Context: an optimization exercise on an open-source flow, tuned for small area and a short achievable clock period. The choices shown serve that exercise and are no tape-out recipe.
The RTL was checked by simulation tests, not by an equivalence proof against the original design.
Power is estimated from default activity; no workload was simulated.

File: flow/config.mk
export PLATFORM = sky130hd
export DESIGN_NAME = KalmanFilter
export DESIGN_NICKNAME = KalmanFilter
export VERILOG_FILES = /design/flow/design.v
export SDC_FILE = /design/flow/constraint.sdc
export NUM_CORES = 4
export LEC_CHECK = 0
export CAP_MARGIN = 20
export CORE_MARGIN = 2
export CORE_UTILIZATION = 40
export CTS_BUF_LIST = sky130_fd_sc_hd__clkbuf_2
export SLEW_MARGIN = 20
File: flow/constraint.sdc
create_clock -name core_clock -period 40.0 [get_ports {clk}]
set_input_delay 8.0000 -clock core_clock [delete_from_list [all_inputs] [get_ports {clk}]]
set_output_delay 8.0000 -clock core_clock [all_outputs]
set_load 0.01 [all_outputs]
File: flow/design.v
module KalmanFilter(
    input clk,
    input reset,
    input valid_in,
    input [7:0] z_k,
    output reg [7:0] x_k
);
    reg [1:0] state;   
    reg [1:0] pidx;    
    wire [7:0] c, x_next;
    kf_x u_x(.p(pidx), .x(x_k), .c(c));
    kf_z u_z(.p(pidx), .c(c), .z(z_k), .y(x_next));
    always @(posedge clk) begin
        if (reset) begin
            x_k   <= 8'd70;
            pidx  <= 2'd0;
            state <= 2'd0;
        end else begin
            state <= {state[0], ~state[1] & (state[0] | valid_in)};
            if (state == 2'b10) begin
                x_k <= x_next;
                if (pidx != 2'd3)
                    pidx <= pidx + 2'd1;
            end
        end
    end
endmodule
module kf_x(input [1:0] p, input [7:0] x, output [7:0] c);
    wire new_n19, new_n20, new_n21, new_n22, new_n23, new_n24, new_n25, new_n26, new_n27, new_n28;
    wire new_n29, new_n30, new_n31, new_n32, new_n33, new_n34, new_n35, new_n36, new_n37, new_n38;
    wire new_n39, new_n40, new_n41, new_n42, new_n43, new_n44, new_n45, new_n46, new_n47, new_n48;
    wire new_n49, new_n50, new_n51, new_n52, new_n53, new_n55, new_n56, new_n57, new_n58, new_n59;
    wire new_n60, new_n61, new_n62, new_n63, new_n64, new_n65, new_n66, new_n67, new_n68, new_n69;
    wire new_n71, new_n72, new_n73, new_n74, new_n75, new_n76, new_n77, new_n78, new_n79, new_n81;
    wire new_n82, new_n83, new_n84, new_n85, new_n86, new_n88, new_n89, new_n90, new_n91, new_n92;
    wire new_n93, new_n95, new_n96, new_n97, new_n98, new_n99, new_n101, new_n103;
    assign new_n19 = ~x[3] & ~x[4];
    assign new_n20 = ~x[5] & new_n19;
    assign new_n21 = ~x[0] & x[6];
    assign new_n22 = ~x[1] & ~x[2];
    assign new_n23 = ~new_n21 & new_n22;
    assign new_n24 = new_n20 & new_n23;
    assign new_n25 = x[0] & ~x[6];
    assign new_n26 = ~p[0] & ~new_n25;
    assign new_n27 = x[7] & new_n26;
    assign new_n28 = ~new_n24 & new_n27;
    assign new_n29 = p[1] & ~new_n28;
    assign new_n30 = x[0] & ~x[7];
    assign new_n31 = ~new_n26 & new_n30;
    assign new_n32 = new_n29 & ~new_n31;
    assign new_n33 = ~x[3] & x[7];
    assign new_n34 = ~x[2] & x[6];
    assign new_n35 = ~new_n33 & ~new_n34;
    assign new_n36 = x[3] & ~x[7];
    assign new_n37 = ~x[0] & x[4];
    assign new_n38 = ~new_n36 & ~new_n37;
    assign new_n39 = ~new_n35 & new_n38;
    assign new_n40 = x[0] & ~x[4];
    assign new_n41 = ~new_n39 & ~new_n40;
    assign new_n42 = ~x[5] & ~new_n41;
    assign new_n43 = x[2] & ~x[6];
    assign new_n44 = ~x[1] & ~new_n43;
    assign new_n45 = new_n38 & new_n44;
    assign new_n46 = x[5] & ~new_n45;
    assign new_n47 = new_n41 & new_n46;
    assign new_n48 = ~new_n42 & ~new_n47;
    assign new_n49 = p[0] & ~p[1];
    assign new_n50 = ~new_n48 & new_n49;
    assign new_n51 = ~new_n32 & ~new_n50;
    assign new_n52 = x[1] & new_n51;
    assign new_n53 = ~x[1] & ~new_n51;
    assign c[0] = ~new_n52 & ~new_n53;
    assign new_n55 = ~p[0] & ~p[1];
    assign new_n56 = ~x[6] & new_n42;
    assign new_n57 = p[0] & ~x[7];
    assign new_n58 = new_n56 & new_n57;
    assign new_n59 = ~new_n29 & ~new_n58;
    assign new_n60 = ~new_n55 & new_n59;
    assign new_n61 = x[6] & ~new_n42;
    assign new_n62 = ~new_n56 & ~new_n61;
    assign new_n63 = ~p[1] & ~new_n62;
    assign new_n64 = new_n60 & ~new_n63;
    assign new_n65 = x[2] & new_n52;
    assign new_n66 = ~x[2] & ~new_n52;
    assign new_n67 = ~new_n65 & ~new_n66;
    assign new_n68 = new_n64 & ~new_n67;
    assign new_n69 = ~new_n64 & new_n67;
    assign c[1] = new_n68 | new_n69;
    assign new_n71 = p[0] & x[7];
    assign new_n72 = ~new_n56 & new_n71;
    assign new_n73 = new_n59 & ~new_n72;
    assign new_n74 = x[3] & new_n73;
    assign new_n75 = ~x[3] & ~new_n73;
    assign new_n76 = ~new_n74 & ~new_n75;
    assign new_n77 = ~new_n66 & ~new_n69;
    assign new_n78 = new_n76 & new_n77;
    assign new_n79 = ~new_n76 & ~new_n77;
    assign c[2] = ~new_n78 & ~new_n79;
    assign new_n81 = ~new_n74 & ~new_n78;
    assign new_n82 = x[4] & ~new_n81;
    assign new_n83 = ~x[4] & new_n81;
    assign new_n84 = ~new_n82 & ~new_n83;
    assign new_n85 = new_n60 & new_n84;
    assign new_n86 = ~new_n60 & ~new_n84;
    assign c[3] = ~new_n85 & ~new_n86;
    assign new_n88 = ~new_n59 & new_n82;
    assign new_n89 = new_n59 & ~new_n82;
    assign new_n90 = ~new_n85 & new_n89;
    assign new_n91 = ~new_n88 & ~new_n90;
    assign new_n92 = x[5] & ~new_n91;
    assign new_n93 = ~x[5] & new_n91;
    assign c[4] = ~new_n92 & ~new_n93;
    assign new_n95 = x[5] & new_n88;
    assign new_n96 = ~x[5] & new_n90;
    assign new_n97 = ~new_n95 & ~new_n96;
    assign new_n98 = ~x[6] & ~new_n97;
    assign new_n99 = x[6] & new_n97;
    assign c[5] = new_n98 | new_n99;
    assign new_n101 = ~x[7] & ~new_n95;
    assign c[7] = new_n98 & new_n101;
    assign new_n103 = ~new_n98 & ~new_n101;
    assign c[6] = c[7] | new_n103;
endmodule
module kf_z(input [7:0] c, input [1:0] p, input [7:0] z, output [7:0] y);
    wire new_n27, new_n28, new_n29, new_n30, new_n31, new_n32, new_n33, new_n34, new_n35, new_n36;
    wire new_n37, new_n38, new_n39, new_n40, new_n41, new_n42, new_n43, new_n44, new_n45, new_n46;
    wire new_n47, new_n48, new_n49, new_n50, new_n51, new_n52, new_n53, new_n54, new_n55, new_n56;
    wire new_n57, new_n58, new_n59, new_n60, new_n61, new_n62, new_n63, new_n64, new_n65, new_n66;
    wire new_n67, new_n68, new_n69, new_n70, new_n71, new_n72, new_n73, new_n74, new_n75, new_n76;
    wire new_n77, new_n78, new_n79, new_n80, new_n81, new_n82, new_n83, new_n84, new_n85, new_n86;
    wire new_n87, new_n88, new_n89, new_n90, new_n91, new_n92, new_n93, new_n94, new_n95, new_n96;
    wire new_n97, new_n98, new_n99, new_n100, new_n101, new_n102, new_n103, new_n104, new_n105, new_n106;
    wire new_n107, new_n108, new_n109, new_n110, new_n111, new_n112, new_n113, new_n115, new_n116, new_n117;
    wire new_n118, new_n119, new_n120, new_n121, new_n122, new_n123, new_n124, new_n125, new_n126, new_n127;
    wire new_n128, new_n129, new_n130, new_n131, new_n132, new_n133, new_n134, new_n135, new_n136, new_n137;
    wire new_n139, new_n140, new_n141, new_n142, new_n143, new_n144, new_n145, new_n146, new_n147, new_n148;
    wire new_n149, new_n150, new_n151, new_n152, new_n153, new_n154, new_n155, new_n156, new_n158, new_n159;
    wire new_n160, new_n161, new_n162, new_n163, new_n164, new_n165, new_n166, new_n167, new_n168, new_n169;
    wire new_n170, new_n171, new_n172, new_n173, new_n174, new_n175, new_n176, new_n178, new_n179, new_n180;
    wire new_n181, new_n182, new_n183, new_n184, new_n185, new_n186, new_n187, new_n188, new_n189, new_n190;
    wire new_n191, new_n192, new_n193, new_n195, new_n196, new_n197, new_n198, new_n199, new_n200, new_n201;
    wire new_n202, new_n203, new_n204, new_n206, new_n207, new_n208, new_n209, new_n210, new_n211, new_n212;
    wire new_n213, new_n214, new_n216, new_n217, new_n218, new_n219, new_n220, new_n221;
    assign new_n27 = p[0] & ~p[1];
    assign new_n28 = z[5] & new_n27;
    assign new_n29 = ~p[0] & ~p[1];
    assign new_n30 = z[3] & new_n29;
    assign new_n31 = ~new_n28 & ~new_n30;
    assign new_n32 = c[0] & z[1];
    assign new_n33 = ~c[0] & ~z[1];
    assign new_n34 = ~new_n32 & ~new_n33;
    assign new_n35 = new_n31 & new_n34;
    assign new_n36 = ~new_n31 & ~new_n34;
    assign new_n37 = ~new_n35 & ~new_n36;
    assign new_n38 = ~z[3] & z[7];
    assign new_n39 = z[3] & ~z[7];
    assign new_n40 = z[2] & ~z[6];
    assign new_n41 = ~z[1] & z[5];
    assign new_n42 = ~new_n40 & new_n41;
    assign new_n43 = ~z[2] & z[6];
    assign new_n44 = ~new_n42 & ~new_n43;
    assign new_n45 = ~new_n39 & ~new_n44;
    assign new_n46 = ~new_n38 & ~new_n45;
    assign new_n47 = ~z[0] & new_n46;
    assign new_n48 = z[4] & ~new_n46;
    assign new_n49 = z[0] & ~z[4];
    assign new_n50 = ~new_n48 & ~new_n49;
    assign new_n51 = ~new_n47 & new_n50;
    assign new_n52 = new_n27 & ~new_n51;
    assign new_n53 = ~z[6] & z[7];
    assign new_n54 = ~z[3] & ~z[4];
    assign new_n55 = z[2] & new_n54;
    assign new_n56 = ~new_n49 & ~new_n55;
    assign new_n57 = z[1] & ~new_n56;
    assign new_n58 = z[0] & z[2];
    assign new_n59 = ~new_n57 & ~new_n58;
    assign new_n60 = new_n53 & ~new_n59;
    assign new_n61 = z[6] & ~z[7];
    assign new_n62 = ~z[0] & new_n61;
    assign new_n63 = ~new_n57 & new_n62;
    assign new_n64 = new_n29 & ~new_n63;
    assign new_n65 = ~new_n60 & new_n64;
    assign new_n66 = z[3] & z[4];
    assign new_n67 = z[1] & ~new_n66;
    assign new_n68 = ~z[2] & ~new_n67;
    assign new_n69 = ~z[6] & new_n54;
    assign new_n70 = new_n68 & ~new_n69;
    assign new_n71 = ~z[5] & ~new_n70;
    assign new_n72 = ~z[1] & ~new_n54;
    assign new_n73 = new_n58 & ~new_n72;
    assign new_n74 = ~new_n53 & ~new_n73;
    assign new_n75 = ~z[1] & z[4];
    assign new_n76 = z[2] & ~new_n75;
    assign new_n77 = ~z[0] & ~new_n76;
    assign new_n78 = ~new_n61 & ~new_n77;
    assign new_n79 = new_n74 & ~new_n78;
    assign new_n80 = ~new_n71 & new_n79;
    assign new_n81 = ~z[5] & ~new_n74;
    assign new_n82 = new_n78 & new_n81;
    assign new_n83 = ~new_n80 & ~new_n82;
    assign new_n84 = new_n65 & new_n83;
    assign new_n85 = z[7] & new_n27;
    assign new_n86 = z[5] & new_n29;
    assign new_n87 = ~new_n85 & ~new_n86;
    assign new_n88 = new_n62 & ~new_n87;
    assign new_n89 = new_n68 & new_n88;
    assign new_n90 = z[6] & z[7];
    assign new_n91 = ~z[0] & ~new_n90;
    assign new_n92 = ~z[5] & new_n54;
    assign new_n93 = new_n68 & new_n92;
    assign new_n94 = z[7] & ~new_n93;
    assign new_n95 = new_n91 & ~new_n94;
    assign new_n96 = ~p[0] & z[6];
    assign new_n97 = ~new_n27 & ~new_n96;
    assign new_n98 = z[0] & ~new_n97;
    assign new_n99 = ~new_n53 & ~new_n91;
    assign new_n100 = new_n29 & ~new_n99;
    assign new_n101 = ~new_n98 & ~new_n100;
    assign new_n102 = new_n94 & ~new_n101;
    assign new_n103 = p[0] & ~z[0];
    assign new_n104 = z[7] & ~new_n103;
    assign new_n105 = ~new_n96 & ~new_n104;
    assign new_n106 = p[1] & ~new_n105;
    assign new_n107 = ~new_n102 & new_n106;
    assign new_n108 = ~new_n95 & new_n107;
    assign new_n109 = ~new_n89 & ~new_n108;
    assign new_n110 = ~new_n84 & new_n109;
    assign new_n111 = ~new_n52 & new_n110;
    assign new_n112 = new_n37 & ~new_n111;
    assign new_n113 = ~new_n37 & new_n111;
    assign y[0] = new_n112 | new_n113;
    assign new_n115 = z[6] & new_n27;
    assign new_n116 = z[4] & new_n29;
    assign new_n117 = ~new_n115 & ~new_n116;
    assign new_n118 = ~c[1] & ~z[2];
    assign new_n119 = c[1] & z[2];
    assign new_n120 = ~new_n118 & ~new_n119;
    assign new_n121 = ~new_n117 & ~new_n120;
    assign new_n122 = new_n117 & new_n120;
    assign new_n123 = ~new_n121 & ~new_n122;
    assign new_n124 = ~new_n33 & ~new_n35;
    assign new_n125 = ~new_n123 & new_n124;
    assign new_n126 = new_n123 & ~new_n124;
    assign new_n127 = ~new_n125 & ~new_n126;
    assign new_n128 = ~new_n101 & new_n111;
    assign new_n129 = ~z[7] & new_n29;
    assign new_n130 = ~new_n88 & new_n129;
    assign new_n131 = new_n37 & ~new_n130;
    assign new_n132 = ~new_n37 & new_n130;
    assign new_n133 = ~new_n131 & ~new_n132;
    assign new_n134 = ~new_n111 & new_n133;
    assign new_n135 = ~new_n128 & ~new_n134;
    assign new_n136 = new_n127 & ~new_n135;
    assign new_n137 = ~new_n127 & new_n135;
    assign y[1] = ~new_n136 & ~new_n137;
    assign new_n139 = ~c[2] & ~z[3];
    assign new_n140 = c[2] & z[3];
    assign new_n141 = ~new_n139 & ~new_n140;
    assign new_n142 = new_n87 & ~new_n141;
    assign new_n143 = ~new_n87 & new_n141;
    assign new_n144 = ~new_n142 & ~new_n143;
    assign new_n145 = ~new_n118 & ~new_n122;
    assign new_n146 = new_n144 & new_n145;
    assign new_n147 = ~new_n144 & ~new_n145;
    assign new_n148 = ~new_n146 & ~new_n147;
    assign new_n149 = new_n126 & ~new_n135;
    assign new_n150 = new_n125 & ~new_n130;
    assign new_n151 = ~new_n125 & new_n130;
    assign new_n152 = ~new_n150 & ~new_n151;
    assign new_n153 = new_n135 & new_n152;
    assign new_n154 = ~new_n149 & ~new_n153;
    assign new_n155 = new_n148 & new_n154;
    assign new_n156 = ~new_n148 & ~new_n154;
    assign y[2] = ~new_n155 & ~new_n156;
    assign new_n158 = ~c[3] & ~z[4];
    assign new_n159 = c[3] & z[4];
    assign new_n160 = ~new_n158 & ~new_n159;
    assign new_n161 = z[6] & new_n29;
    assign new_n162 = ~new_n160 & ~new_n161;
    assign new_n163 = new_n160 & new_n161;
    assign new_n164 = ~new_n162 & ~new_n163;
    assign new_n165 = ~new_n140 & ~new_n143;
    assign new_n166 = ~new_n164 & new_n165;
    assign new_n167 = new_n164 & ~new_n165;
    assign new_n168 = ~new_n166 & ~new_n167;
    assign new_n169 = ~new_n147 & new_n154;
    assign new_n170 = new_n125 & new_n146;
    assign new_n171 = ~new_n125 & ~new_n146;
    assign new_n172 = ~new_n170 & ~new_n171;
    assign new_n173 = ~new_n154 & new_n172;
    assign new_n174 = ~new_n169 & ~new_n173;
    assign new_n175 = ~new_n168 & ~new_n174;
    assign new_n176 = new_n168 & new_n174;
    assign y[3] = new_n175 | new_n176;
    assign new_n178 = new_n135 & new_n170;
    assign new_n179 = ~z[7] & ~new_n178;
    assign new_n180 = new_n29 & ~new_n179;
    assign new_n181 = c[4] & z[5];
    assign new_n182 = ~c[4] & ~z[5];
    assign new_n183 = ~new_n181 & ~new_n182;
    assign new_n184 = ~new_n159 & ~new_n163;
    assign new_n185 = ~new_n183 & ~new_n184;
    assign new_n186 = new_n183 & new_n184;
    assign new_n187 = ~new_n185 & ~new_n186;
    assign new_n188 = ~new_n180 & new_n187;
    assign new_n189 = new_n180 & ~new_n187;
    assign new_n190 = ~new_n188 & ~new_n189;
    assign new_n191 = ~new_n166 & ~new_n176;
    assign new_n192 = ~new_n190 & ~new_n191;
    assign new_n193 = new_n190 & new_n191;
    assign y[4] = ~new_n192 & ~new_n193;
    assign new_n195 = c[5] & z[6];
    assign new_n196 = ~c[5] & ~z[6];
    assign new_n197 = ~new_n195 & ~new_n196;
    assign new_n198 = ~new_n189 & ~new_n193;
    assign new_n199 = ~new_n182 & ~new_n186;
    assign new_n200 = new_n198 & ~new_n199;
    assign new_n201 = ~new_n198 & new_n199;
    assign new_n202 = ~new_n200 & ~new_n201;
    assign new_n203 = new_n197 & ~new_n202;
    assign new_n204 = ~new_n197 & new_n202;
    assign y[5] = new_n203 | new_n204;
    assign new_n206 = ~c[6] & ~z[7];
    assign new_n207 = c[6] & z[7];
    assign new_n208 = ~new_n206 & ~new_n207;
    assign new_n209 = new_n195 & new_n201;
    assign new_n210 = ~new_n196 & ~new_n203;
    assign new_n211 = ~new_n201 & ~new_n210;
    assign new_n212 = ~new_n209 & ~new_n211;
    assign new_n213 = ~new_n208 & new_n212;
    assign new_n214 = new_n208 & ~new_n212;
    assign y[6] = new_n213 | new_n214;
    assign new_n216 = ~new_n211 & ~new_n213;
    assign new_n217 = c[7] & ~new_n207;
    assign new_n218 = ~c[7] & new_n207;
    assign new_n219 = ~new_n217 & ~new_n218;
    assign new_n220 = new_n216 & new_n219;
    assign new_n221 = ~new_n216 & ~new_n219;
    assign y[7] = new_n220 | new_n221;
endmodule
File: flow/flow/run.sh
#!/bin/bash
# Layout flow: the standard flow (standard.sh) with these changes:
#  - synthesis keeps module kf_x (the logic that only depends on registers)
#    separate until technology mapping, maps it for area (flow/area.abc) and
#    the rest of the design for delay with area recovery and gate sizing
#    (flow/delay.abc),
#    instead of ORFS's single ABC script; the design is flattened afterwards
#    exactly as in the standard synthesis;
#  - full/half-adder extraction is skipped (ADDER_MAP_FILE left empty);
#  - ports are buffered with buf_2 cells.
# Registers, their names and cell types are those of the standard synthesis.
set -euo pipefail
here=$(pwd)
cat > my_synth.tcl <<EOT
proc abc {args} {
  set i [lsearch -exact \$args -script]
  set ax \$args; lset ax [expr {\$i + 1}] $here/flow/area.abc
  set at \$args; lset at [expr {\$i + 1}] $here/flow/delay.abc
  yosys abc {*}\$ax kf_x
  yosys abc {*}\$at KalmanFilter
}
source $here/synth_recipe.tcl
EOT
sed -e "s#SYNTH_SCRIPT=[^ ]*#SYNTH_SCRIPT=$here/my_synth.tcl ADDER_MAP_FILE=#" standard.sh > my_standard.sh
grep -q "my_synth.tcl ADDER_MAP_FILE=" my_standard.sh
export SYNTH_KEEP_MODULES=kf_x
export PRE_DETAIL_PLACE_TCL=$here/flow/pre_dp.tcl
export BUFFER_PORTS_ARGS="-buffer_cell sky130_fd_sc_hd__buf_2"
bash my_standard.sh > flow.log 2>&1
File: flow/flow/area.abc
strash
dch -f
amap
topo
stime -p
File: flow/flow/delay.abc
strash
dch -f
map -D 2500
topo
upsize -D 2300
dnsize -D 2300
topo
stime -p
File: flow/flow/pre_dp.tcl
# Output ports only drive the 0.01 pF port load: use buf_1 as their buffers.
foreach inst [[ord::get_db_block] getInsts] {
  set n [$inst getName]
  if {[string match "output*" $n] && [[$inst getMaster] getName] == "sky130_fd_sc_hd__buf_2"} {
    replace_cell $n sky130_fd_sc_hd__buf_1
  }
}
File: flow/standard.sh
#!/bin/bash
# synth_recipe.tcl (not shown) runs the flow's synth.tcl, then flattens the netlist and writes it again
# the make line also repeats each setting of config.mk as NAME=value (left out here)
make -C /OpenROAD-flow-scripts/flow DESIGN_CONFIG=/design/flow/config.mk WORK_HOME=/design/flow/orfs CLKGATE_MAP_FILE= SYNTH_SCRIPT=/design/flow/synth_recipe.tcl "${@:-finish}"
==> results of run 1 <==
worst max path at each step:
| stage | from | endpoint |
|---|---|---|
| after CTS | z_k[0] | x_k[7]$_SDFFE_PP0P_ |
| after detailed placement | z_k[0] | x_k[7]$_SDFFE_PP0P_ |
| after global routing | z_k[3] | x_k[7]$_SDFFE_PP0P_ |
| after global placement | z_k[6] | x_k[7]$_SDFFE_PP0P_ |
| final | z_k[0] | x_k[7]$_SDFFE_PP0P_ |
| after floorplan | z_k[3] | x_k[6]$_SDFFE_PP1P_ |
per-layer routing:
layer  wire, µm  vias up  share of wire [%]  global-route usage, %
met5          0        -                  0                      0
met4         31        0               0.87                   5.32
met3        123        2                3.5                   1.04
met2       1590       33                 45                   33.6
met1       1800      674                 51                   25.1
li1           -      871                  -                      -
per-module statistics from Yosys, one instance, submodules excluded:
module	copies in the design	cells inside	cell area (µm²)	flops+latches
kf_x	1	59	294	0
KalmanFilter	1	182	1170	12
power by group:
part | internal (W) | leakage, nW | switching [W]
registers | 0.0000127 | 0.0983 | 0.00000127
logic | 0.0000139 | 0.544 | 0.0000221
clock network | 0.00000217 | 0.0140 | 0.00000392
total | 0.0000288 | 0.657 | 0.0000273
flip-flops by register name, summed over array words and instances (netlist names):
register / flops
x_k: 8
pidx: 2
state: 2
cell usage after synthesis (all sizes together):
cell,n,area (µm²)
o21ai,24,135
o221ai,2,17.5
nor4,2,12.5
or2,2,12.5
dfxtp,12,240
a21oi,25,140
a221oi,1,8.76
and2,1,6.26
clkinv,28,105
o41ai,1,8.76
o21bai,1,7.51
a22oi,2,15.0
xnor2,6,52.6
a211o,1,8.76
maj3,1,10.0
a31o,1,8.76
nor3,2,10.0
o21a,2,15.0
xor2,12,105
a21o,2,15.0
and3,1,7.51
nand3,4,20.0
a21boi,1,11.3
a31oi,6,37.5
o31a,1,8.76
o31ai,2,20.0
nor2,40,168
nand2,38,148
o22ai,7,43.8
inv,9,33.8
a211oi,3,22.5
nand4,1,6.26
through the flow:
| step | util (%) | hold WS [ns] | instance area [µm²] | instances | total power (W) |
|---|---|---|---|---|---|
| finish | 47.4 | 0.435 | 1620 | 309 | 0.0000561 |
| global route | 47.4 | 0.476 | 1620 | 309 | 0.0000625 |
| CTS | 47.4 | 0.433 | 1620 | 309 | 0.0000566 |
| detailed placement | 46.8 | 0.415 | 1600 | 305 | 0.0000503 |
| global placement | 47.1 | 0.417 | 1610 | 305 | 0.0000504 |
| floorplan | - | 0.398 | 1460 | 241 | 0.0000432 |
cell families after synthesis:
logic type               count (synthesis)  synth area share, %
buffers and inverters                   37                 9.50
AO/OA/AOI/OAI                           82                 35.9
adder cells (fa/ha/maj)                  1                0.685
XOR/XNOR                                18                 10.8
AND/OR/NAND/NOR                         91                 26.7
flip-flops                              12                 16.4
final cells by class:
cell class	instances	area (µm²)
Fill cell	379	1800
Multi-Input combinational cell	192	1080
Timing Repair Buffer	18	80.1
Sequential cell	12	240
Clock buffer	3	15.0
Clock inverter	1	3.75
Tap cell	46	57.6
Inverter	37	139
==> impl_metrics.yaml, run 1 <==
placement:
  port_buffers: 18
  place_ws_ns: 29.08
  place_congestion: 0.849
  dp_hpwl_mm: 2.94
timing:
  max_clock_freq_ghz: 0.0939
  worst_pin_slew_ns: 0.444
  finalSetupTns_ns: 0
  fin_ws_ns: 29.35
  final.min_clock_period_ns: 10.65
  rsz0062_at_grt: "no"
  hold_violations: 0
  drv_slew: 0
  layout_worst_path_cycle_share_pct: 26.6
  maxSlewHeadroom_pct: 70.1
  final-setup-viol-count: 0
  final.setup_skew_ns: 0.00681
worst_setup_path:
  cp_slowest_cell: "o31ai_2"
  crit_fanout: 6
  critical-path-max-stage-delay_ns: 0.28
  crit_required_ns: 40.20
  reg2reg_from: "x_k[7]$_SDFFE_PP0P_"
  worst_setup_path_start_kind: "input port"
  crit_buf_inv: 2
  path_cells: "buf_2 > inv_2 > nor2_1 > a21oi_1 > nor2_1 > o21ai_0 > nand2_1 > o31ai_2 > nor2_4 > o21ai_4 > nor2_2 > a21oi_2 > nor2_1 > a21oi_2 > a21boi_2 > nand2_2 > nand3_1 > a31oi_1 > nand2_1 > a21oi_2 > o21ai_0 > a21oi_1"
  r2r_slack_ns: 34.99
  rr_endpoint: "x_k[7]$_SDFFE_PP0P_"
  path_depth: 22
  arrival_ns: 10.85
  worst_setup_path_end_kind: "flop"
  cp_top_family: "compound AO/OA/AOI/OAI gates"
  crit_type: "in -> reg"
  r2r_cells: 28
route:
  first_pass_iters: 4
  viasPerCell: 5.11
  drt_iter0_drc: 103
  drt_wl_total_mm: 3.54
  wl_per_cell_um: 11.5
  vias: 1580
  drcViolationCount: 0
  postRouteAntennaNets: 0
worst_hold_path:
  min_from: "state[1]$_SDFF_PP0_"
  holdPathStages: 1
  hold_class: "reg -> reg"
  holdPathEnd: "state[0]$_SDFF_PP0_"
finish:
  final_common_cell: "nand2_1"
  area_growth_syn_to_layout_pct: 10.7
  diodes: 0
  drive_gt1_share_pct: 14.1
  final_cell_mix: "nand2_1, nor2_1, clkinv_1"
  nets: 275
pwr:
  p_per_area_mw_per_mm2: 34.7
  peakVddDrop_mv: 0.0129
  leakage_nw: 0.657
cts:
  cts_max_level: 1
  clock_path_buffers: 2
  cts_root_buf: "clkbuf_2"
  clkLatencyLatePin_ns: 0.26
  cts_setup_buffers: 0
  ctsHoldBuffers: 0
  cts.sinks: 12
  clkSlewWorstSetupHoldPaths_ns: 0.12
  cts_tree: "done"
  cts_resized: 0
  numCtsBuffers: 3
grt:
  grt_pass1_wl_mm: 6.43
  grt_overflow: 0
  grt_pass1_vias: 1527
  grt_max_degree: 12
  grt_use_total_pct: 19.0
  antenna_found_initial: 0
floorplan:
  die_x_um: 64.4
  num_io_pins: 19
  die-area_mm2: 0.00415
  start_util_pct: 42.8
  die_y_um: 64.4
  coreArea_mm2: 0.00342
  num_rows: 21
yosys:
  synth_warnings: 1
  syn-num-nets: 252
  synth_cell_types: 42
  yosysSeqAreaShare_pct: 16.4
  syn-cell-area_mm2: 0.00146
  netlist_instances: 241
  syn_avg_cell_area_um2: 6.06
  ys_ff_latch: 12
status:
  outcome: "timing/DRC/antenna clean"
flow_run:
  drv_cap: 0
==> inputs of run 2 (changes only) <==
--- a/flow/config.mk
+++ b/flow/config.mk
@@ -9,4 +9,5 @@
 export CORE_MARGIN = 2
 export CORE_UTILIZATION = 40
 export CTS_BUF_LIST = sky130_fd_sc_hd__clkbuf_2
+export PLACE_DENSITY = 0.75
 export SLEW_MARGIN = 20
==> run 2 against run 1 <==
Effect of this change: highest routed layer unchanged; still clean on timing, DRC and antenna; design area stayed put; count of clock-buffer cells in the layout stayed put; worst setup slack gained 0.055 ns; critical endpoint unchanged; via count rose by 3.4%; largest power group unchanged; power decreased by 1.0%; critical path type unchanged.
==> impl_metrics.yaml, run 2 <==
worst_setup_path:
  cp_slowest_cell: "a31oi_1"
  reg2reg_from: "x_k[7]$_SDFFE_PP0P_"
  crit_required_ns: 40.20
  worst_setup_path_end_kind: "flop"
  r2r_cells: 28
  arrival_ns: 10.79
  crit_buf_inv: 2
  crit_type: "in -> reg"
  crit_fanout: 8
  rr_endpoint: "x_k[7]$_SDFFE_PP0P_"
  path_cells: "buf_2 > inv_2 > nand2_1 > a31oi_1 > o21a_1 > a21oi_1 > o31ai_2 > nor2_4 > nand2_2 > o21ai_4 > nor2_2 > a21oi_2 > nor2_1 > a21oi_2 > a21boi_2 > nand2_2 > nand3_1 > a31oi_1 > nand2_1 > a21oi_2 > o21ai_0 > a21oi_1"
  worst_setup_path_start_kind: "input port"
  cpMostUsedCell: "a21oi_2"
  cp_top_family: "compound AO/OA/AOI/OAI gates"
  r2r_slack_ns: 35.00
  critical-path-max-stage-delay_ns: 0.21
placement:
  place_ws_ns: 29.12
  dp_hpwl_mm: 2.82
  placed_area_mm2: 0.00160
  port_buffers: 18
  place_congestion: 0.951
pwr:
  power_frac_clock_pct: 10.9
  peakVddDrop_mv: 0.0104
  p_int_w: 0.0000288
  finalPower_w: 0.0000556
  p_per_area_mw_per_mm2: 34.3
  p_switching_w: 0.0000267
  p_seq_share_pct: 25.1
  leakage_nw: 0.657
  switching_share_pct: 48.1
  p_comb_share_pct: 64.0
yosys:
  synthTopCellsByArea: "dfxtp_1, nand2_1, nor2_1"
  synth_warnings: 1
  synth_top_area_share_pct: 16.4
  synth_cell_types: 42
  ys_ff_latch: 12
  syn-num-nets: 252
  syn-cell-area_mm2: 0.00146
  syn_avg_cell_area_um2: 6.06
  yosysMostFrequentCell: "nand2_1"
  netlist_instances: 241
  synth_top_flop_cell: "dfxtp_1"
  synth-edff-count: 0
  synth_common_cells: "nand2_1, nor2_1, clkinv_1"
  yosysTopAreaCell: "dfxtp_1"
  async_flop_share_pct: 0
  yosysSeqAreaShare_pct: 16.4
timing:
  maxSlewHeadroom_pct: 70.9
  fin_ws_ns: 29.41
  rsz0062_at_grt: "no"
  worst_pin_slew_ns: 0.431
  drv_slew: 0
  hold_violations: 0
  final.min_clock_period_ns: 10.59
  final-setup-viol-count: 0
  finalSetupTns_ns: 0
  max_clock_freq_ghz: 0.0944
  final.setup_skew_ns: 0.00638
  layout_worst_path_cycle_share_pct: 26.5
finish:
  final_cell_area_mm2: 0.00162
  diodes: 0
  final_common_cell: "nand2_1"
  largest_register_ffs: 8
  nets: 275
  final_cell_mix: "nand2_1, nor2_1, clkinv_1"
  fillCellCount: 385
  regMostFlops: "x_k"
  reg_top3: "x_k: 8 flops, pidx: 2 flops, state: 2 flops"
  area_growth_syn_to_layout_pct: 10.7
  drive_gt1_share_pct: 14.1
flow_run:
  drv_cap: 0
floorplan:
  coreArea_mm2: 0.00342
  die_y_um: 64.4
  num_io_pins: 19
  num_rows: 21
  die_x_um: 64.4
  start_util_pct: 42.8
  die-area_mm2: 0.00415
cts:
  ctsHoldBuffers: 0
  clkLatencyLatePin_ns: 0.26
  numCtsBuffers: 3
  cts_tree: "done"
  clock_path_buffers: 2
  clkSlewWorstSetupHoldPaths_ns: 0.12
  cts_resized: 0
  cts.sinks: 12
  cts_max_level: 1
  cts_setup_buffers: 0
  cts_root_buf: "clkbuf_2"
route:
  drcViolationCount: 0
  viasPerCell: 5.28
  wl_per_cell_um: 11.0
  first_pass_iters: 4
  postRouteAntennaNets: 0
  drt_iter0_drc: 110
  drt_wl_total_mm: 3.39
  vias: 1633
worst_hold_path:
  hold_class: "reg -> reg"
  holdPathEnd: "state[0]$_SDFF_PP0_"
  holdPathStages: 1
  min_from: "state[1]$_SDFF_PP0_"
grt:
  grt_pass1_wl_mm: 6.05
  grt_max_degree: 12
  grt_use_total_pct: 17.9
  grt_overflow: 0
  grt_pass1_vias: 1451
  antenna_found_initial: 0
status:
  outcome: "timing/DRC/antenna clean"
-- run 2: cell counts after synthesis --
Identical to the previous run, type by type.
-- run 2: cells by family after synthesis --
kind of cell	synth area share, %
and+or+nand+nor	26.7
adders and majority gates	0.685
DFF	16.4
AOI/OAI and AO/OA	35.9
buffers and inverters	9.50
xor gates and xnor gates	10.8
-- run 2: worst max path at each step --
stage	from	to	slack, ns	cells after the start
floorplan	z_k[3]	x_k[6]$_SDFFE_PP1P_	29.62	21
global placement	z_k[7]	x_k[6]$_SDFFE_PP1P_	29.16	22
detailed placement	z_k[6]	x_k[7]$_SDFFE_PP0P_	29.12	23
CTS	z_k[6]	x_k[7]$_SDFFE_PP0P_	29.39	23
global route	z_k[6]	x_k[7]$_SDFFE_PP0P_	29.08	23
finish	z_k[7]	x_k[7]$_SDFFE_PP0P_	29.41	22
-- run 2: per-stage QoR --
stage,hold slack (ns),util [%],cells
floorplan,0.398,-,241
detailed placement,0.409,46.8,305
global placement,0.407,47.1,305
global route,0.458,47.4,309
CTS,0.426,47.4,309
finish,0.423,47.4,309
-- run 2: area by class of cell --
cell class              instances  area (µm²)  share of cell area, %
repair buffers                 18        80.1                   4.95
flip-flops and latches         12         240                   14.8
well taps                      46        57.6                   3.56
clock buffers                   3        15.0                  0.928
clock inverters                 1        3.75                  0.232
multi-input cells             192        1080                   66.9
inverters                      37         139                   8.58
-- run 2: routing by layer --
layer  share of wire (%)  global-route usage (%)  routed length (µm)
met1                  51                    24.0                1720
met2                  45                    30.7                1520
met3                 2.8                   0.521                  94
met4                 1.4                    6.91                  49
met5                   0                       0                   0
-- run 2: power groups by stage --
| stage | Sequential, W | Clock [W] | Combinational (W) |
|---|---|---|---|
| 3_3_place_gp | 0.0000141 | 0 | 0.0000352 |
| 5_1_grt | 0.0000141 | 0.00000674 | 0.0000406 |
| 3_5_place_dp | 0.0000142 | 0 | 0.0000355 |
| 2_1_floorplan | 0.0000142 | 0 | 0.0000290 |
| 4_1_cts | 0.0000139 | 0.00000627 | 0.0000357 |
| 6_report | 0.0000140 | 0.00000605 | 0.0000356 |
-- run 2: modules after synthesis, one instance, submodules excluded --
| module | flops+latches | area (µm²) | copies in the design | cells |
|---|---|---|---|---|
| kf_x | 0 | 294 | 1 | 59 |
| KalmanFilter | 12 | 1170 | 1 | 182 |
==> inputs of run 3 (changes only) <==
==> flow/flow/delay.abc (replaced) <==
strash
dch -f
map -D 2200
topo
upsize -D 2000
dnsize -D 2000
topo
stime -p
==> run 3 against run 2 <==
Effect of this change: largest cell class unchanged; final cell count is 3.6% higher; power hardly changed; highest routed layer unchanged; largest power group unchanged; combinational power hardly changed.
==> impl_metrics.yaml, run 3 <==
yosys:
  netlist_instances: 250
  synth_top_flop_cell: "dfxtp_1"
  synth-edff-count: 0
  async_flop_share_pct: 0
  ys_ff_latch: 12
  yosysSeqAreaShare_pct: 16.3
  syn-num-nets: 261
  syn_avg_cell_area_um2: 5.91
  synth_common_cells: "nand2_1, nor2_1, clkinv_1"
  yosysTopAreaCell: "dfxtp_1"
  syn-cell-area_mm2: 0.00148
  yosysMostFrequentCell: "nand2_1"
  synth_cell_types: 39
  synth_warnings: 1
  synthTopCellsByArea: "dfxtp_1, nand2_1, nor2_1"
  synth_top_area_share_pct: 16.3
finish:
  reg_top3: "x_k: 8 flops, pidx: 2 flops, state: 2 flops"
  final_common_cell: "nand2_1"
  nets: 284
  area_growth_syn_to_layout_pct: 10.8
  final_cell_mix: "nand2_1, nor2_1, clkinv_1"
  regMostFlops: "x_k"
  drive_gt1_share_pct: 10.3
  final_util_pct: 45.4
  final_cell_area_mm2: 0.00164
  fillCellCount: 399
  diodes: 0
  largest_register_ffs: 8
pwr:
  leakage_nw: 0.692
  finalPower_w: 0.0000556
  p_per_area_mw_per_mm2: 34.0
  peakVddDrop_mv: 0.0265
worst_setup_path:
  cpMostUsedCell: "o21ai_1"
  crit_buf_inv: 2
  crit_fanout: 7
  crit_required_ns: 40.17
  arrival_ns: 10.75
  cp_slowest_cell: "a21boi_2"
  path_cells: "buf_2 > inv_2 > o22ai_1 > o221ai_1 > o21ai_1 > nor2_1 > a211oi_1 > nor2_1 > o21ai_1 > a21boi_2 > or2_4 > nand3_1 > a31oi_4 > nand3_2 > a21oi_1 > nand2_1 > and3_1 > o21ai_1 > nand2_1"
  cp_top_family: "compound AO/OA/AOI/OAI gates"
  worst_setup_path_start_kind: "input port"
  crit_type: "in -> reg"
  worst_setup_path_end_kind: "flop"
  critical-path-max-stage-delay_ns: 0.25
timing:
  worst_pin_slew_ns: 0.464
  layout_worst_path_cycle_share_pct: 26.5
  max_clock_freq_ghz: 0.0945
  final.setup_skew_ns: 0.00610
  final-setup-viol-count: 0
  final.min_clock_period_ns: 10.59
  finalSetupTns_ns: 0
  maxSlewHeadroom_pct: 68.8
  drv_slew: 0
  hold_violations: 0
  rsz0062_at_grt: "no"
route:
  viasPerCell: 5.42
  vias: 1734
  postRouteAntennaNets: 0
  wl_per_cell_um: 11.9
  drt_iter0_drc: 85
  drcViolationCount: 0
  first_pass_iters: 4
  drt_wl_total_mm: 3.81
cts:
  cts_tree: "done"
  cts_setup_buffers: 0
  numCtsBuffers: 3
  cts_max_level: 1
  clock_path_buffers: 2
  cts.sinks: 12
  ctsHoldBuffers: 0
  clkSlewWorstSetupHoldPaths_ns: 0.12
  cts_root_buf: "clkbuf_2"
  clkLatencyLatePin_ns: 0.26
  cts_resized: 0
grt:
  grt_max_degree: 12
  grt_pass1_vias: 1527
  grt_use_total_pct: 19.2
  antenna_found_initial: 0
  grt_pass1_wl_mm: 6.49
  grt_overflow: 0
floorplan:
  start_util_pct: 41.0
  num_rows: 22
  die_x_um: 64.8
  coreArea_mm2: 0.00361
  die_y_um: 64.8
  die-area_mm2: 0.00420
  num_io_pins: 19
placement:
  port_buffers: 18
  dp_hpwl_mm: 3.04
  place_congestion: 1.00
  placed_area_mm2: 0.00162
flow_run:
  drv_cap: 0
worst_hold_path:
  hold_class: "reg -> reg"
status:
  outcome: "timing/DRC/antenna clean"
[run 3: cell count changes after synthesis, sizes merged, moves of 2 or more]
cell and change:
a21oi -2, a31oi +2, clkinv -2, inv +2, nand2 +10, nand3 +3
nor2 -3, xnor2 -4
[run 3: where the power goes]
part | leakage (nW) | switching, W | internal [W] | total (W)
registers | 0.0983 | 0.00000129 | 0.0000127 | 0.0000140
logic | 0.580 | 0.0000222 | 0.0000132 | 0.0000355
clock network | 0.0140 | 0.00000400 | 0.00000217 | 0.00000617
total | 0.692 | 0.0000275 | 0.0000281 | 0.0000556
[run 3: cell families (layout without fill, tap and decap cells)]
| kind of cell | count (synthesis) | after routing | share of synthesized area, % |
|---|---|---|---|
| buffers and inverters | 37 | 59 | 9.40 |
| AO/OA/AOI/OAI | 85 | 85 | 36.5 |
| XOR/XNOR | 15 | 15 | 8.89 |
| flip-flops | 12 | 12 | 16.3 |
| AND/OR/NAND/NOR | 101 | 101 | 29.0 |
[run 3: area by class of cell]
type	instances	area (µm²)	area share (%)
inverter	37	139	8.49
sequential	12	240	14.7
tap	48	60.1	3.67
clock buffer	3	15.0	0.917
timing repair buffer	18	80.1	4.89
multi-input combinational	201	1100	67.1
clock inverter	1	3.75	0.229
[run 3: layer usage]
layer | GRT usage, % | up-vias | part of all wire (%) | wire length, µm
li1 | - | 905 | - | -
met1 | 26.0 | 768 | 47 | 1770
met2 | 31.8 | 53 | 46 | 1740
met3 | 4.51 | 8 | 6.9 | 263
met4 | 2.13 | 0 | 0.74 | 28
met5 | 0 | - | 0 | 0
[run 3: stage by stage]
| stage | setup WS [ns] | instances | hold slack [ns] |
|---|---|---|---|
| after floorplan | 29.68 | 250 | 0.398 |
| after global placement | 29.23 | 316 | 0.418 |
| after detailed placement | 29.18 | 316 | 0.412 |
| after CTS | 29.48 | 320 | 0.441 |
| after global routing | 29.16 | 320 | 0.468 |
| final | 29.41 | 320 | 0.437 |
[run 3: final timing paths]
| check | depth (start not counted) | end | startpoint | slack, ns |
|---|---|---|---|---|
| setup reg to reg | 28 | x_k[6]$_SDFFE_PP1P_ | x_k[2]$_SDFFE_PP1P_ | 35.21 |
| setup / recovery | 19 | x_k[6]$_SDFFE_PP1P_ | z_k[6] | 29.41 |
| hold / removal | 1 | state[0]$_SDFF_PP0_ | state[1]$_SDFF_PP0_ | 0.44 |
| hold reg to reg | 1 | state[0]$_SDFF_PP0_ | state[1]$_SDFF_PP0_ | 0.44 |
[run 3: Yosys stat by module (local to each module, per instance)]
module	cells	times used
KalmanFilter	191	1
kf_x	59	1
==> inputs of run 4 (changes only) <==
==> flow/flow/delay.abc (replaced) <==
strash
dch -f
map -D 2500
topo
upsize -D 2300
dnsize -D 2300
topo
stime -p
--- a/flow/config.mk
+++ b/flow/config.mk
@@ -9,5 +9,5 @@
 export CORE_MARGIN = 2
 export CORE_UTILIZATION = 40
 export CTS_BUF_LIST = sky130_fd_sc_hd__clkbuf_2
-export PLACE_DENSITY = 0.75
+export PLACE_DENSITY = 0.85
 export SLEW_MARGIN = 20
==> run 4 against run 3 <==
Effect of this change: clock power is 12% lower; via count is 4.7% lower; routed wire length down 7.3%; final cell count shrank 3.8%; non-clock buffer count stayed put; critical path type unchanged; largest cell class unchanged; largest power group unchanged.
==> impl_metrics.yaml, run 4 <==
yosys:
  synthTopCellsByArea: "dfxtp_1, nand2_1, nor2_1"
  syn-num-nets: 252
  synth-edff-count: 0
  yosysMostFrequentCell: "nand2_1"
  yosysSeqAreaShare_pct: 16.4
  ys_ff_latch: 12
  syn_avg_cell_area_um2: 6.06
  synth_top_flop_cell: "dfxtp_1"
  synth_top_area_share_pct: 16.4
  synth_common_cells: "nand2_1, nor2_1, clkinv_1"
  synth_cell_types: 42
  netlist_instances: 241
  async_flop_share_pct: 0
  yosysTopAreaCell: "dfxtp_1"
  syn-cell-area_mm2: 0.00146
  synth_warnings: 1
finish:
  regMostFlops: "x_k"
  largest_register_ffs: 8
  drive_gt1_share_pct: 14.1
  final_util_pct: 47.3
  area_growth_syn_to_layout_pct: 10.4
  fillCellCount: 376
  final_common_cell: "nand2_1"
  final_cell_mix: "nand2_1, nor2_1, clkinv_1"
  diodes: 0
  nets: 275
  reg_top3: "x_k: 8 flops, pidx: 2 flops, state: 2 flops"
route:
  postRouteAntennaNets: 0
  drt_iter0_drc: 95
  first_pass_iters: 4
  vias: 1652
  drcViolationCount: 0
  drt_wl_total_mm: 3.53
  viasPerCell: 5.36
  wl_per_cell_um: 11.5
status:
  outcome: "timing/DRC/antenna clean"
grt:
  grt_overflow: 0
  grt_max_degree: 12
  grt_use_total_pct: 18.1
  grt_pass1_vias: 1494
  grt_pass1_wl_mm: 6.12
  antenna_found_initial: 0
pwr:
  leakage_nw: 0.655
  p_per_area_mw_per_mm2: 34.3
  peakVddDrop_mv: 0.0121
cts:
  ctsHoldBuffers: 0
  clkLatencyLatePin_ns: 0.25
  clock_path_buffers: 2
  clkSlewWorstSetupHoldPaths_ns: 0.10
  cts.sinks: 12
  cts_max_level: 1
  cts_resized: 0
  cts_tree: "done"
  cts_setup_buffers: 0
  numCtsBuffers: 3
  cts_root_buf: "clkbuf_2"
placement:
  place_congestion: 0.926
  dp_hpwl_mm: 2.94
  port_buffers: 18
timing:
  worst_pin_slew_ns: 0.434
  maxSlewHeadroom_pct: 70.7
  rsz0062_at_grt: "no"
  final.min_clock_period_ns: 10.67
  finalSetupTns_ns: 0
  drv_slew: 0
  layout_worst_path_cycle_share_pct: 26.7
  max_clock_freq_ghz: 0.0937
  final-setup-viol-count: 0
  final.setup_skew_ns: 0.00131
  hold_ws_ns: 0.432
  hold_violations: 0
worst_setup_path:
  r2r_slack_ns: 35.02
  crit_fanout: 6
  rr_endpoint: "x_k[7]$_SDFFE_PP0P_"
  worst_setup_path_start_kind: "input port"
  crit_required_ns: 40.19
  arrival_ns: 10.86
  worst_setup_path_end_kind: "flop"
  reg2reg_from: "x_k[6]$_SDFFE_PP1P_"
  crit_type: "in -> reg"
  r2r_cells: 28
floorplan:
  die_x_um: 64.4
  coreArea_mm2: 0.00342
  die_y_um: 64.4
  num_rows: 21
  start_util_pct: 42.8
  num_io_pins: 19
  die-area_mm2: 0.00415
worst_hold_path:
  holdPathEnd: "state[0]$_SDFF_PP0_"
  hold_class: "reg -> reg"
  holdPathStages: 1
  min_from: "state[1]$_SDFF_PP0_"
flow_run:
  drv_cap: 0
## run 4: cells by family (layout without fill, tap and decap cells)
group                      count (synthesis)  in the layout  synth area share [%]
and+or+nand+nor                           91             91                  26.7
DFF                                       12             12                  16.4
adders and majority gates                  1              1                 0.685
xor gates and xnor gates                  18             18                  10.8
buffers and inverters                     37             58                  9.50
AOI/OAI and AO/OA                         82             82                  35.9
## run 4: layer usage
layer | part of all wire (%) | GRT usage, % | up-vias
met5 | 0 | 0 | -
met1 | 48 | 24.0 | 732
met4 | 1.2 | 6.65 | 0
li1 | - | - | 875
met3 | 3.8 | 0.521 | 4
met2 | 47 | 31.4 | 41
## run 4: power by group
group / internal [W] / switching [W]
Clock: 0.00000205 / 0.00000336
Sequential: 0.0000127 / 0.00000126
Combinational: 0.0000139 / 0.0000221
Total: 0.0000287 / 0.0000267
## run 4: worst max-delay path by stage
stage / start / end / slack (ns) / cells after the start
after global placement: z_k[6] / x_k[7]$_SDFFE_PP0P_ / 29.13 / 23
after CTS: z_k[6] / x_k[7]$_SDFFE_PP0P_ / 29.35 / 23
after detailed placement: z_k[6] / x_k[7]$_SDFFE_PP0P_ / 29.07 / 23
after floorplan: z_k[3] / x_k[6]$_SDFFE_PP1P_ / 29.62 / 21
after global routing: z_k[6] / x_k[7]$_SDFFE_PP0P_ / 28.93 / 23
final: z_k[6] / x_k[7]$_SDFFE_PP0P_ / 29.33 / 23
## run 4: final cells by class
cell class | instances | area, µm² | share of cell area, %
clock buffers | 3 | 15.0 | 0.930
multi-input cells | 192 | 1080 | 67.1
repair buffers | 18 | 80.1 | 4.96
flip-flops and latches | 12 | 240 | 14.9
well taps | 46 | 57.6 | 3.57
inverters | 37 | 139 | 8.60
## run 4: metrics by stage
stage	instance area, µm²	instances	worst slack [ns]	total power (W)
floorplan	1460	241	29.62	0.0000432
global placement	1610	305	29.13	0.0000493
detailed placement	1600	305	29.07	0.0000502
CTS	1610	308	29.35	0.0000557
global route	1610	308	28.93	0.0000609
finish	1610	308	29.33	0.0000554
## run 4: modules after synthesis (local to each module, per instance)
| module | area, µm² | copies in the design | flops+latches | cells |
|---|---|---|---|---|
| kf_x | 294 | 1 | 0 | 59 |
| KalmanFilter | 1170 | 1 | 12 | 182 |
## run 4: worst max-delay path, stage by stage
cell and delay (ns):
buf_2 0.17, inv_2 0.09, o22ai_1 0.18, o221ai_1 0.15, o21ai_2 0.09, nor2_1 0.05
a211oi_1 0.20, nor2_1 0.10, nor2_4 0.17, nand2_2 0.08, o21ai_4 0.09, nor2_2 0.05
a21oi_2 0.18, nor2_1 0.07, a21oi_2 0.18, a21boi_2 0.10, nand2_2 0.07, nand3_1 0.08
a31oi_1 0.21, nand2_1 0.10, a21oi_2 0.17, o21ai_0 0.10, a21oi_1 0.15
==> inputs of run 5 (changes only) <==
--- a/flow/config.mk
+++ b/flow/config.mk
@@ -8,6 +8,5 @@
 export CAP_MARGIN = 20
 export CORE_MARGIN = 2
 export CORE_UTILIZATION = 40
-export CTS_BUF_LIST = sky130_fd_sc_hd__clkbuf_2
-export PLACE_DENSITY = 0.85
+export CTS_BUF_LIST = sky130_fd_sc_hd__clkbuf_4
 export SLEW_MARGIN = 20
==> run 5 against run 4 <==
Effect of this change: still clean; critical path type unchanged; combinational power about the same; power increased by 4.4%; area after synthesis unchanged; global-route usage increased by 0.95 points; maximum frequency increased by 0.32%; clock power increased by 42%; via count decreased by 4.2%; highest routed layer unchanged; final cell count increased by 0.32%; sequential cell count unchanged; first-iteration DRC count decreased by 5.3%; die area unchanged; register-to-register slack got worse by 0.02 ns.
==> impl_metrics.yaml, run 5 <==
floorplan:
  coreArea_mm2: 0.00342
  die_y_um: 64.4
  die_x_um: 64.4
  num_io_pins: 19
  num_rows: 21
  start_util_pct: 42.8
  die-area_mm2: 0.00415
timing:
  final.setup_skew_ns: 0.00745
  finalSetupTns_ns: 0
  worst_pin_slew_ns: 0.451
  fin_ws_ns: 29.36
  drv_slew: 0
  max_clock_freq_ghz: 0.0940
  final-setup-viol-count: 0
  rsz0062_at_grt: "no"
  maxSlewHeadroom_pct: 69.6
  final.min_clock_period_ns: 10.64
  layout_worst_path_cycle_share_pct: 26.6
  hold_violations: 0
route:
  postRouteAntennaNets: 0
  vias: 1582
  drt_wl_total_mm: 3.57
  drt_iter0_drc: 90
  viasPerCell: 5.12
  drcViolationCount: 0
  first_pass_iters: 4
  wl_per_cell_um: 11.6
placement:
  placed_area_mm2: 0.00160
  dp_hpwl_mm: 2.94
  port_buffers: 18
  place_congestion: 0.849
  place_ws_ns: 29.08
worst_setup_path:
  worst_setup_path_start_kind: "input port"
  crit_type: "in -> reg"
  crit_required_ns: 40.21
  arrival_ns: 10.84
  reg2reg_from: "x_k[7]$_SDFFE_PP0P_"
  worst_setup_path_end_kind: "flop"
  r2r_slack_ns: 35.00
  crit_fanout: 6
  r2r_cells: 28
  rr_endpoint: "x_k[7]$_SDFFE_PP0P_"
worst_hold_path:
  hold_class: "reg -> reg"
  holdPathEnd: "state[0]$_SDFF_PP0_"
  min_from: "state[1]$_SDFF_PP0_"
  holdPathStages: 1
cts:
  cts.sinks: 12
  numCtsBuffers: 3
  clkSlewWorstSetupHoldPaths_ns: 0.08
  cts_setup_buffers: 0
  clock_path_buffers: 2
  cts_root_buf: "clkbuf_4"
  cts_tree: "done"
  cts_resized: 0
  cts_max_level: 1
  ctsHoldBuffers: 0
  clkLatencyLatePin_ns: 0.27
yosys:
  synthTopCellsByArea: "dfxtp_1, nand2_1, nor2_1"
  syn-cell-area_mm2: 0.00146
  synth_top_area_share_pct: 16.4
  synth_warnings: 1
  yosysSeqAreaShare_pct: 16.4
  netlist_instances: 241
  ys_ff_latch: 12
  synth_cell_types: 42
  synth_common_cells: "nand2_1, nor2_1, clkinv_1"
  syn_avg_cell_area_um2: 6.06
  synth_top_flop_cell: "dfxtp_1"
  yosysMostFrequentCell: "nand2_1"
  async_flop_share_pct: 0
  synth-edff-count: 0
  syn-num-nets: 252
  yosysTopAreaCell: "dfxtp_1"
status:
  outcome: "timing/DRC/antenna clean"
grt:
  grt_pass1_vias: 1527
  grt_max_degree: 12
  grt_use_total_pct: 19.0
  grt_pass1_wl_mm: 6.43
  antenna_found_initial: 0
  grt_overflow: 0
pwr:
  leakage_nw: 0.658
  p_per_area_mw_per_mm2: 35.5
  peakVddDrop_mv: 0.0129
finish:
  final_common_cell: "nand2_1"
  nets: 275
  final_cell_mix: "nand2_1, nor2_1, clkinv_1"
  drive_gt1_share_pct: 14.1
  diodes: 0
  final_cell_area_mm2: 0.00163
  final_util_pct: 47.6
  reg_top3: "x_k: 8 flops, pidx: 2 flops, state: 2 flops"
  area_growth_syn_to_layout_pct: 11.2
  largest_register_ffs: 8
  regMostFlops: "x_k"
flow_run:
  drv_cap: 0
[run 5: changes by cell type in the layout (fill, tap and decap cells not counted), sizes merged]
cell / before / now
clkinv: 28 / 29
[run 5: cells by family (layout without fill, tap and decap cells)]
| family | after synthesis | after routing | share of synthesized area [%] |
|---|---|---|---|
| AND/OR/NAND/NOR | 91 | 91 | 26.7 |
| XOR/XNOR | 18 | 18 | 10.8 |
| adder cells (fa/ha/maj) | 1 | 1 | 0.685 |
| AO/OA/AOI/OAI | 82 | 82 | 35.9 |
| buffers and inverters | 37 | 59 | 9.50 |
| flip-flops | 12 | 12 | 16.4 |
[run 5: per-layer routing]
layer / track usage, % / up-vias / part of all wire [%]
met1: 25.1 / 676 / 51
met2: 33.6 / 32 / 45
li1: - / 872 / -
met4: 5.32 / 0 / 0.76
met5: 0 / - / 0
met3: 1.04 / 2 / 4.1
[run 5: worst max path at each step]
stage / from / endpoint / slack [ns] / cells past startpoint
6_report: z_k[0] / x_k[7]$_SDFFE_PP0P_ / 29.36 / 22
5_1_grt: z_k[3] / x_k[7]$_SDFFE_PP0P_ / 28.95 / 22
4_1_cts: z_k[0] / x_k[7]$_SDFFE_PP0P_ / 29.35 / 22
3_5_place_dp: z_k[0] / x_k[7]$_SDFFE_PP0P_ / 29.08 / 22
3_3_place_gp: z_k[6] / x_k[7]$_SDFFE_PP0P_ / 29.08 / 23
2_1_floorplan: z_k[3] / x_k[6]$_SDFFE_PP1P_ / 29.62 / 21
[run 5: area by class of cell]
| type | instances | area (µm²) |
|---|---|---|
| flip-flops and latches | 12 | 240 |
| fillers | 379 | 1790 |
| inverters | 37 | 139 |
| clock buffers | 3 | 22.5 |
| multi-input cells | 192 | 1080 |
| well taps | 46 | 57.6 |
| repair buffers | 18 | 80.1 |
| clock inverters | 1 | 3.75 |
[run 5: per-module statistics from Yosys (local to each module, per instance)]
module / flip-flops and latches / cells
kf_x: 0 / 59
KalmanFilter: 12 / 182
[run 5: stage by stage]
step	total power (W)	std cells	hold slack [ns]
2_1_floorplan	0.0000432	241	0.398
3_3_place_gp	0.0000504	305	0.417
3_5_place_dp	0.0000503	305	0.415
4_1_cts	0.0000580	309	0.427
5_1_grt	0.0000640	309	0.469
6_report	0.0000578	309	0.429
[run 5: power by group]
group | internal [W] | switching (W) | leakage (nW)
registers | 0.0000127 | 0.00000127 | 0.0983
logic | 0.0000139 | 0.0000222 | 0.544
clock network | 0.00000361 | 0.00000407 | 0.0154
[run 5: critical path: stages]
cell	delay [ns]
buf_2	0.14
inv_2	0.11
nor2_1	0.07
a21oi_1	0.13
nor2_1	0.07
o21ai_0	0.15
nand2_1	0.08
o31ai_2	0.29
nor2_4	0.08
o21ai_4	0.21
nor2_2	0.05
a21oi_2	0.18
nor2_1	0.07
a21oi_2	0.19
a21boi_2	0.11
nand2_2	0.07
nand3_1	0.08
a31oi_1	0.22
nand2_1	0.11
a21oi_2	0.17
o21ai_0	0.09
a21oi_1	0.16
==> inputs of run 6 (changes only) <==
--- a/flow/flow/run.sh
+++ b/flow/flow/run.sh
@@ -3,11 +3,12 @@
 #  - synthesis keeps module kf_x (the logic that only depends on registers)
 #    separate until technology mapping, maps it for area (flow/area.abc) and
 #    the rest of the design for delay with area recovery and gate sizing
-#    (flow/delay.abc),
-#    instead of ORFS's single ABC script; the design is flattened afterwards
+#    (flow/delay.abc), instead of ORFS's single ABC script; the design is flattened afterwards
 #    exactly as in the standard synthesis;
 #  - full/half-adder extraction is skipped (ADDER_MAP_FILE left empty);
-#  - ports are buffered with buf_2 cells.
+#  - input ports are buffered with buf_2 cells and output ports, which only
+#    drive the 0.01 pF port load, with buf_1 cells (flow/pre_dp.tcl swaps
+#    them before detailed placement).
 # Registers, their names and cell types are those of the standard synthesis.
 set -euo pipefail
 here=$(pwd)
@@ -26,4 +27,4 @@
 export SYNTH_KEEP_MODULES=kf_x
 export PRE_DETAIL_PLACE_TCL=$here/flow/pre_dp.tcl
 export BUFFER_PORTS_ARGS="-buffer_cell sky130_fd_sc_hd__buf_2"
-bash my_standard.sh > flow.log 2>&1
+bash my_standard.sh > flow.log 2>&1   # each ORFS step also logs to orfs/logs/
--- a/flow/config.mk
+++ b/flow/config.mk
@@ -8,5 +8,6 @@
 export CAP_MARGIN = 20
 export CORE_MARGIN = 2
 export CORE_UTILIZATION = 40
-export CTS_BUF_LIST = sky130_fd_sc_hd__clkbuf_4
+export CTS_BUF_LIST = sky130_fd_sc_hd__clkbuf_2
+export PLACE_DENSITY = 0.75
 export SLEW_MARGIN = 20
==> run 6 against run 5 <==
Effect of this change: still clean; sequential cell count unchanged; utilization shrank 0.22 points; non-clock buffer count unchanged; first-iteration DRC count grew 22%; sequential share of layout area is 0.069 points higher; global-route usage shrank 1.1 points; via count rose by 3.2%; worst setup slack improved by 0.041 ns; clock skew decreased by 0.0011 ns; synthesized cell count unchanged; critical path type unchanged; largest power group unchanged; highest routed layer unchanged.
==> impl_metrics.yaml, run 6 <==
floorplan:
  num_io_pins: 19
  die_y_um: 64.4
  start_util_pct: 42.8
  die-area_mm2: 0.00415
  coreArea_mm2: 0.00342
  num_rows: 21
  die_x_um: 64.4
worst_setup_path:
  r2r_slack_ns: 35.00
  reg2reg_from: "x_k[7]$_SDFFE_PP0P_"
  crit_fanout: 8
  r2r_cells: 28
  rr_endpoint: "x_k[7]$_SDFFE_PP0P_"
  worst_setup_path_end_kind: "flop"
  crit_type: "in -> reg"
  crit_required_ns: 40.20
  worst_setup_path_start_kind: "input port"
  arrival_ns: 10.79
grt:
  grt_pass1_vias: 1451
  grt_max_degree: 12
  grt_overflow: 0
  grt_pass1_wl_mm: 6.05
  antenna_found_initial: 0
  grt_use_total_pct: 17.9
cts:
  clock_path_buffers: 2
  cts_resized: 0
  ctsHoldBuffers: 0
  cts_root_buf: "clkbuf_2"
  clkLatencyLatePin_ns: 0.26
  cts.sinks: 12
  cts_tree: "done"
  cts_setup_buffers: 0
  clkSlewWorstSetupHoldPaths_ns: 0.12
  cts_max_level: 1
  numCtsBuffers: 3
yosys:
  synth_top_flop_cell: "dfxtp_1"
  yosysSeqAreaShare_pct: 16.4
  synth_cell_types: 42
  netlist_instances: 241
  syn-num-nets: 252
  yosysTopAreaCell: "dfxtp_1"
  synth_warnings: 1
  synth-edff-count: 0
  yosysMostFrequentCell: "nand2_1"
  synth_top_area_share_pct: 16.4
  synth_common_cells: "nand2_1, nor2_1, clkinv_1"
  async_flop_share_pct: 0
  synthTopCellsByArea: "dfxtp_1, nand2_1, nor2_1"
  syn-cell-area_mm2: 0.00146
  ys_ff_latch: 12
  syn_avg_cell_area_um2: 6.06
route:
  first_pass_iters: 4
  postRouteAntennaNets: 0
  drt_wl_total_mm: 3.39
  viasPerCell: 5.28
  drcViolationCount: 0
  vias: 1633
  wl_per_cell_um: 11.0
  drt_iter0_drc: 110
pwr:
  leakage_nw: 0.657
  peakVddDrop_mv: 0.0104
  p_per_area_mw_per_mm2: 34.3
finish:
  drive_gt1_share_pct: 14.1
  final_common_cell: "nand2_1"
  largest_register_ffs: 8
  reg_top3: "x_k: 8 flops, pidx: 2 flops, state: 2 flops"
  final_cell_mix: "nand2_1, nor2_1, clkinv_1"
  fin_cells: 309
  regMostFlops: "x_k"
  diodes: 0
  area_growth_syn_to_layout_pct: 10.7
  nets: 275
timing:
  max_clock_freq_ghz: 0.0944
  drv_slew: 0
  hold_violations: 0
  maxSlewHeadroom_pct: 70.9
  worst_pin_slew_ns: 0.431
  final.min_clock_period_ns: 10.59
  layout_worst_path_cycle_share_pct: 26.5
  fin_ws_ns: 29.41
  finalSetupTns_ns: 0
  rsz0062_at_grt: "no"
  final.setup_skew_ns: 0.00638
  final-setup-viol-count: 0
worst_hold_path:
  holdPathEnd: "state[0]$_SDFF_PP0_"
  hold_class: "reg -> reg"
  min_from: "state[1]$_SDFF_PP0_"
  holdPathStages: 1
flow_run:
  drv_cap: 0
placement:
  place_ws_ns: 29.12
  dp_hpwl_mm: 2.82
  port_buffers: 18
  place_congestion: 0.951
  dp_cells: 305
status:
  outcome: "timing/DRC/antenna clean"
-- run 6: changes by cell type in the layout (fill, tap and decap cells not counted) --
cell,delta
clkbuf_2,+3
clkbuf_4,-3
-- run 6: how the worst max path moves through the flow --
| stage | startpoint | endpoint | slack [ns] | cells past startpoint |
|---|---|---|---|---|
| 2_1_floorplan | z_k[3] | x_k[6]$_SDFFE_PP1P_ | 29.62 | 21 |
| 3_3_place_gp | z_k[7] | x_k[6]$_SDFFE_PP1P_ | 29.16 | 22 |
| 3_5_place_dp | z_k[6] | x_k[7]$_SDFFE_PP0P_ | 29.12 | 23 |
| 4_1_cts | z_k[6] | x_k[7]$_SDFFE_PP0P_ | 29.39 | 23 |
| 5_1_grt | z_k[6] | x_k[7]$_SDFFE_PP0P_ | 29.08 | 23 |
| 6_report | z_k[7] | x_k[7]$_SDFFE_PP0P_ | 29.41 | 22 |
-- run 6: cell families (layout without fill, tap and decap cells) --
logic type,after synthesis,count (layout),synth area share (%)
AOI/OAI and AO/OA,82,82,35.9
xor gates and xnor gates,18,18,10.8
adders and majority gates,1,1,0.685
buffers and inverters,37,59,9.50
DFF,12,12,16.4
and+or+nand+nor,91,91,26.7
-- run 6: worst max-delay path, cell delays in order --
cell,delay (ns)
buf_2,0.19
inv_2,0.12
nand2_1,0.08
a31oi_1,0.12
o21a_1,0.20
a21oi_1,0.17
o31ai_2,0.12
nor2_4,0.16
nand2_2,0.08
o21ai_4,0.09
nor2_2,0.05
a21oi_2,0.18
nor2_1,0.07
a21oi_2,0.18
a21boi_2,0.10
nand2_2,0.07
nand3_1,0.08
a31oi_1,0.21
nand2_1,0.10
a21oi_2,0.17
o21ai_0,0.09
a21oi_1,0.15
-- run 6: routing by layer --
metal	global-route usage [%]	up-vias	part of all wire [%]
li1	-	879	-
met1	24.0	710	51
met2	30.7	39	45
met3	0.521	5	2.8
met4	6.91	0	1.4
met5	0	-	0
-- run 6: Yosys stat by module, one instance, submodules excluded --
module / flip-flops and latches / times used / cells / area, µm²
KalmanFilter: 12 / 1 / 182 / 1170
kf_x: 0 / 1 / 59 / 294
-- run 6: metrics by stage --
step           util, %  area [µm²]  hold slack, ns  total power (W)
6_report          47.4        1620           0.423        0.0000556
5_1_grt           47.4        1620           0.458        0.0000614
2_1_floorplan        -        1460           0.398        0.0000432
4_1_cts           47.4        1620           0.426        0.0000559
3_5_place_dp      46.8        1600           0.409        0.0000497
3_3_place_gp      47.1        1610           0.407        0.0000494
-- run 6: final cells by class --
cell class | count | area, µm²
Inverter | 37 | 139
Timing Repair Buffer | 18 | 80.1
Tap cell | 46 | 57.6
Sequential cell | 12 | 240
Fill cell | 385 | 1800
Clock inverter | 1 | 3.75
Clock buffer | 3 | 15.0
Multi-Input combinational cell | 192 | 1080
-- run 6: power breakdown --
part / internal (W) / total, W / switching, W
Clock: 0.00000217 / 0.00000605 / 0.00000388
Sequential: 0.0000127 / 0.0000140 / 0.00000123
Combinational: 0.0000139 / 0.0000356 / 0.0000216
Total: 0.0000288 / 0.0000556 / 0.0000267

## port drivers added, routing unchanged
No port has a modelled driver above. Below, the same layouts with a new extraction and two added sets of constraints. Step 1 (the two cells are an assumption about what drives the block):
set clk [get_ports {clk}]
set_driving_cell -lib_cell sky130_fd_sc_hd__clkbuf_16 $clk
set_driving_cell -lib_cell sky130_fd_sc_hd__buf_2 [delete_from_list [all_inputs] $clk]
Step 2, shift: input delay + t, output delay - t, t = (earliest + latest rising clock arrival at the registers) / 2. This alone moves slack from input paths to output paths. a / b / c = ideal ports / drivers / drivers and shift; a / b = the first two.
| run | t, ns | setup slack, ns | hold slack, ns | latest minus earliest clock arrival (ns) | worst data-port slew with drivers (ns) |
|---|---|---|---|---|---|
| run 1 | 0.278 | 29.350 / 29.352 / 29.074 | 0.435 / 0.435 / 0.435 | 0.007 / 0.007 | 0.03 |
| run 2 | 0.278 | 29.405 / 29.405 / 29.127 | 0.423 / 0.423 / 0.423 | 0.006 / 0.007 | 0.03 |
| run 3 | 0.278 | 29.414 / 29.407 / 29.129 | 0.437 / 0.437 / 0.437 | 0.006 / 0.006 | 0.03 |
| run 4 | 0.268 | 29.330 / 29.330 / 29.062 | 0.432 / 0.432 / 0.432 | 0.001 / 0.001 | 0.03 |
| run 5 | 0.291 | 29.364 / 29.365 / 29.074 | 0.429 / 0.429 / 0.429 | 0.007 / 0.008 | 0.03 |
| run 6 | 0.278 | 29.405 / 29.405 / 29.127 | 0.423 / 0.423 / 0.423 | 0.006 / 0.007 | 0.03 |
After both steps setup and hold are still met in every run listed. For run 5, which loses most, drivers alone change the setup slack by +0.001 ns; drivers and shift together by -0.290 ns.
